Source: an optimization exercise on an open RTL-to-GDS flow (aim: small area). Production flows keep margins and buffers that such runs may drop. The RTL was checked by simulation tests, not by an equivalence proof against the original design. Power figures rest on the tool's default switching activity, not on a simulated workload.

Setup of wip/nickel:
// j_systolic_array
module j_systolic_array (
    input         clk             ,
    input         reset           ,
    input  [15:0] accumulation_in ,
    input  [15:0] clr_and_plus_one,
    input  [15:0] mac_en          ,
    input  [63:0] dataflow_in     ,
    input  [95:0] dataflow_select ,
    input  [ 7:0] update_w        ,
    input  [31:0] control1        ,
    output [15:0] result          ,
    output [15:0] result_en       ,
    output [15:0] result_start
);
localparam W = 8, H = 4;
reg [8:1] ctl_valid_q;
wire [8:0] ctl_valid = {ctl_valid_q, 1'b1};
always @(posedge clk) begin
  if (reset) ctl_valid_q <= 8'h00;
  else       ctl_valid_q <= ctl_valid[7:0];
end
reg [W-1:0] w_default;
always @(posedge clk) begin
  if (reset) w_default <= {W{1'b1}};
  else       w_default <= w_default & ~update_w;
end
wire [7:0] df_in  [W-1:0][H-1:0];
wire [7:0] df_out [W-1:0][H-1:0];
wire [3:0] clr_i  [W-1:0][H-1:0];
wire [3:0] clr_o  [W-1:0][H-1:0];
wire [3:0] en_i   [W-1:0][H-1:0];
wire [3:0] en_o   [W-1:0][H-1:0];
wire [3:0] acc_i  [W-1:0][H-1:0];
wire [3:0] res    [W-1:0][H-1:0];
genvar i, j;
generate
  for (j = 0; j < H; j = j + 1) begin: g_H
    for (i = 0; i < W; i = i + 1) begin: g_W
      if (j == 0) begin: g_j_eq_0
        assign df_in[i][0] = dataflow_in[8*i +: 8];
      end else begin: g_j_others
        assign df_in[i][j] = df_out[i][j-1];
      end
      if (i == 0) begin: g_i_eq_0
        assign acc_i[0][j] = accumulation_in [4*j +: 4];
  ...
==> flow/config.mk <==
export PLATFORM = sky130hd
export DESIGN_NAME = j_systolic_array
export DESIGN_NICKNAME = j_systolic_array
export VERILOG_FILES = /design/flow/design.v
export SDC_FILE = /design/flow/constraint.sdc
export NUM_CORES = 4
export LEC_CHECK = 0
export CAP_MARGIN = 20
export CORE_MARGIN = 2
export CORE_UTILIZATION = 55
export CTS_BUF_LIST = sky130_fd_sc_hd__clkbuf_16
export CTS_CLUSTER_DIAMETER = 60
export CTS_CLUSTER_SIZE = 20
export PLACE_DENSITY = 0.7
export SLEW_MARGIN = 20
export SYNTH_HIERARCHICAL = 1
==> flow/constraint.sdc <==
create_clock -name core_clock -period 6.0 [get_ports {clk}]
set_input_delay 1.2000 -clock core_clock [delete_from_list [all_inputs] [get_ports {clk}]]
set_output_delay 1.2000 -clock core_clock [all_outputs]
set_load 0.01 [all_outputs]
standard.sh (not shown) runs the stock make flow with config.mk's settings and CLKGATE_MAP_FILE= SYNTH_SCRIPT=/design/flow/synth_recipe.tcl, a recipe that flattens the netlist after the stock synthesis.
==> flow/flow/run.sh <==
#!/bin/bash
# The standard layout (standard.sh) with two changes:
#  - port buffers are buf_1 cells instead of the flow's default pick;
#  - CTS uses clkbuf_8 clusters of at most 16 sinks within 50 um, and no
#    dummy loads.
# make's full output goes to flow_make.log; each ORFS step also keeps its own
# log under orfs/logs/.
set -uo pipefail
bash standard.sh \
  BUFFER_PORTS_ARGS="-buffer_cell sky130_fd_sc_hd__buf_1" \
  CTS_ARGS="-sink_clustering_enable -repair_clock_nets -buf_list sky130_fd_sc_hd__clkbuf_8 -sink_clustering_size 16 -sink_clustering_max_diameter 50 -dont_use_dummy_load" \
  finish > flow_make.log 2>&1
wip/nickel: done, clean on timing, DRC and antenna
Inputs modified between wip/nickel and wip/violet:
# wip/nickel
export LEC_CHECK = 0
export CAP_MARGIN = 20
export CORE_MARGIN = 2
export CORE_UTILIZATION = 55
export CTS_BUF_LIST = sky130_fd_sc_hd__clkbuf_16
export CTS_CLUSTER_DIAMETER = 60
export CTS_CLUSTER_SIZE = 20
export PLACE_DENSITY = 0.7
export SLEW_MARGIN = 20
export SYNTH_HIERARCHICAL = 1
create_clock -name core_clock -period 6.0 [get_ports {clk}]
# wip/violet
export LEC_CHECK = 0
export CAP_MARGIN = 20
export CORE_MARGIN = 2
export CORE_UTILIZATION = 35
export CTS_BUF_LIST = sky130_fd_sc_hd__clkbuf_16
export CTS_CLUSTER_DIAMETER = 60
export CTS_CLUSTER_SIZE = 20
export PLACE_DENSITY = 0.55
export SLEW_MARGIN = 20
export SYNTH_HIERARCHICAL = 1
create_clock -name core_clock -period 6.0 [get_ports {clk}]
==> flow/run.sh (new file) <==
#!/bin/bash
# synth_recipe.tcl (not shown) runs the flow's synth.tcl, then flattens the netlist and writes it again
# the make line also repeats each setting of config.mk as NAME=value (left out here)
make -C /OpenROAD-flow-scripts/flow DESIGN_CONFIG=/design/flow/config.mk WORK_HOME=/design/flow/orfs CLKGATE_MAP_FILE= SYNTH_SCRIPT=/design/flow/synth_recipe.tcl finish
removed: flow/flow/run.sh
removed: flow/standard.sh
## What came out
- Area of the core region grows by more than half when moving from wip/nickel to wip/violet.
- In wip/violet the width of the chip turned out 25% higher than in wip/nickel.
- Compared with wip/nickel, wip/violet shows a clock tree cell share of total cell area that is 2.8 points higher.
- Sequential share of power: wip/violet < wip/nickel
- Summary of wip/violet over wip/nickel: layout-stage area growth over the synthesis result rose 7.4 points; first-iteration DRC count moved down; power up about 17%; final critical-path required period rose 0.33 ns.
- Reported for wip/nickel and wip/violet, number of hold buffers added after cts turned out identical to the last digit.
- Per the comparison of wip/violet with wip/nickel, wire length reported by the detailed router increased 9.4%, total die area +about 57%.
Here is what was changed in the inputs of wip/amber compared with wip/violet.
# wip/violet
export LEC_CHECK = 0
export CAP_MARGIN = 20
export CORE_MARGIN = 2
export CORE_UTILIZATION = 35
export CTS_BUF_LIST = sky130_fd_sc_hd__clkbuf_16
export CTS_CLUSTER_DIAMETER = 60
export CTS_CLUSTER_SIZE = 20
export PLACE_DENSITY = 0.55
export SLEW_MARGIN = 20
export SYNTH_HIERARCHICAL = 1
create_clock -name core_clock -period 6.0 [get_ports {clk}]
# wip/amber
export LEC_CHECK = 0
export CAP_MARGIN = 20
export CORE_MARGIN = 2
export CORE_UTILIZATION = 55
export CTS_BUF_LIST = sky130_fd_sc_hd__clkbuf_16
export CTS_CLUSTER_DIAMETER = 60
export CTS_CLUSTER_SIZE = 20
export PLACE_DENSITY = 0.7
export SLEW_MARGIN = 20
export SYNTH_HIERARCHICAL = 1
create_clock -name core_clock -period 6.0 [get_ports {clk}]
==> results.txt <==
wip/amber did not stop at any stage, and its layout met the timing, DRC and antenna checks.
wip/amber packs its core tighter than wip/violet.
wip/violet and wip/amber ended up with nearly the same post-route fraction of the period consumed by the critical path.
Looking only at share of cell area taken by flip-flops and latches, and setting everything else aside, the lower value of wip/violet and wip/amber goes to wip/violet.
Changes observed in wip/amber relative to wip/violet: final total power lower; global-route met3 utilization went up by 0.59 points; wire length went down; met2 usage in global routing climbed 15 points.
In terms of final total negative setup slack, wip/amber and wip/violet differ only marginally.
Looking at worst relative slew slack, wip/amber sits 2.6 points above wip/violet.
The synthesis-to-layout area growth number comes out lower for wip/amber vs wip/violet.
On worst hold slack, wip/amber does worse than wip/violet.

========
Setup of north:
Another version of the RTL of j_systolic_array (not shown whole).
Size: ~7200 cells after synthesis.
==> flow/config.mk <==
export PLATFORM = sky130hd
export DESIGN_NAME = j_systolic_array
export DESIGN_NICKNAME = j_systolic_array
export VERILOG_FILES = /design/flow/design.v
export SDC_FILE = /design/flow/constraint.sdc
export NUM_CORES = 4
export LEC_CHECK = 0
export CAP_MARGIN = 20
export CORE_MARGIN = 2
export CORE_UTILIZATION = 55
export PLACE_DENSITY = 0.7
export SLEW_MARGIN = 20
export SYNTH_HIERARCHICAL = 1
==> flow/constraint.sdc <==
create_clock -name core_clock -period 6.0 [get_ports {clk}]
set_input_delay 1.2000 -clock core_clock [delete_from_list [all_inputs] [get_ports {clk}]]
set_output_delay 1.2000 -clock core_clock [all_outputs]
set_load 0.01 [all_outputs]
==> flow/flow/run.sh <==
#!/bin/bash
# The standard layout (standard.sh) with two changes:
#  - port buffers are buf_1 cells instead of the flow's default pick;
#  - CTS uses clkbuf_8 clusters of at most 16 sinks within 50 um, and no
#    dummy loads.
# make's full output goes to flow_make.log; each ORFS step also keeps its own
# log under orfs/logs/.
set -uo pipefail
bash standard.sh \
  BUFFER_PORTS_ARGS="-buffer_cell sky130_fd_sc_hd__buf_1" \
  CTS_ARGS="-sink_clustering_enable -repair_clock_nets -buf_list sky130_fd_sc_hd__clkbuf_8 -sink_clustering_size 16 -sink_clustering_max_diameter 50 -dont_use_dummy_load" \
  finish > flow_make.log 2>&1
## Diff of input files: south against north
- CORE_UTILIZATION changed from 55 to 70
- GPL_TIMING_DRIVEN newly set to 0
- PLACE_DENSITY changed from 0.7 to 0.85
==> flow/flow/run.sh <==
#!/bin/bash
# The standard layout (standard.sh) with two changes:
#  - port buffers are buf_1 cells instead of the flow's default pick;
#  - CTS uses clkbuf_8 clusters of at most 18 sinks within 60 um, and no
#    dummy loads.
# make's full output goes to flow_make.log; each ORFS step also keeps its own
# log under orfs/logs/.
set -uo pipefail
bash standard.sh \
  BUFFER_PORTS_ARGS="-buffer_cell sky130_fd_sc_hd__buf_1" \
  CTS_ARGS="-sink_clustering_enable -repair_clock_nets -buf_list sky130_fd_sc_hd__clkbuf_8 -sink_clustering_size 18 -sink_clustering_max_diameter 60 -dont_use_dummy_load" \
  finish > flow_make.log 2>&1
- Re total count of hold-check failures in the final report: no difference whatsoever between south and north.
- Diff north..south | I/O pin total | unchanged
- NOTE floorplan row count north->south decreased by more than 10%
- Taking north as the reference, in south number of combinational gates with multiple inputs flat; number of antenna violations at the first check in global routing up 3.
Edits applied to the flow inputs when going from south to east:
- PLACE_DENSITY: 0.85 -> 0.7
- CORE_UTILIZATION: 70 -> 55
==> flow/flow/run.sh <==
#!/bin/bash
# The standard layout (standard.sh) with two changes:
#  - port buffers are buf_1 cells instead of the flow's default pick;
#  - CTS uses clkbuf_8 clusters of at most 16 sinks within 50 um, and no
#    dummy loads.
# make's full output goes to flow_make.log; each ORFS step also keeps its own
# log under orfs/logs/.
set -uo pipefail
bash standard.sh \
  BUFFER_PORTS_ARGS="-buffer_cell sky130_fd_sc_hd__buf_1" \
  CTS_ARGS="-sink_clustering_enable -repair_clock_nets -buf_list sky130_fd_sc_hd__clkbuf_8 -sink_clustering_size 16 -sink_clustering_max_diameter 50 -dont_use_dummy_load" \
  finish > flow_make.log 2>&1
==> comparison <==
east was carried through to the last stage, and its layout satisfied the timing, DRC and antenna checks. Going from south to east, synthesized instance count flat; total power increased by 810 uW relative to the old numbers. Max achievable clock frequency across south and east: south. Final cell count without fillers: higher on east. Compared with south, HPWL reported at the end of detailed placement in east increased slightly. Summary of the comparison: total of clock buffers placed in the layout is higher in east, relative to south.

[static timing again, ports no longer ideal]
How much do the figures lean on ideal ports? The routed layouts below were timed once more, with nothing changed but the port constraints. Step 1 sets driving cells, clkbuf_16 on the clock port and buf_2 on the other inputs (assumed; they add their load-dependent delay and slew). Step 2 adds t to the input delays and takes it off the output delays; t is the mean of the earliest and latest rising clock arrival at the registers after step 1. Input paths then give back, and output paths get back, about the clock's delay inside the block. a / b / c = no drivers / after step 1 / after step 2; a / b = the first two.
run | shift t [ns] | setup WS [ns] | worst setup path after step 2 | clock arrival spread, ns | worst data-port slew with drivers (ns)
wip/nickel | 0.995 | 0.524 / 0.524 / -0.355 | input to register | 0.119 / 0.118 | 0.19
wip/violet | 0.885 | 0.195 / 0.139 / -0.746 | input to register | 0.045 / 0.045 | 0.20
wip/amber | 0.853 | 0.199 / 0.174 / -0.680 | input to register | 0.043 / 0.043 | 0.19
north | 0.956 | 0.474 / 0.474 / -0.286 | input to register | 0.093 / 0.093 | 0.18
south | 0.960 | 0.392 / 0.443 / -0.517 | input to register | 0.078 / 0.079 | 0.18
east | 0.990 | 0.360 / 0.417 / -0.574 | input to register | 0.096 / 0.095 | 0.20
With both steps, setup timing fails in every run listed, where it was met with ideal ports. For wip/violet, which loses most, drivers alone change the setup slack by -0.056 ns; drivers and shift together by -0.941 ns.
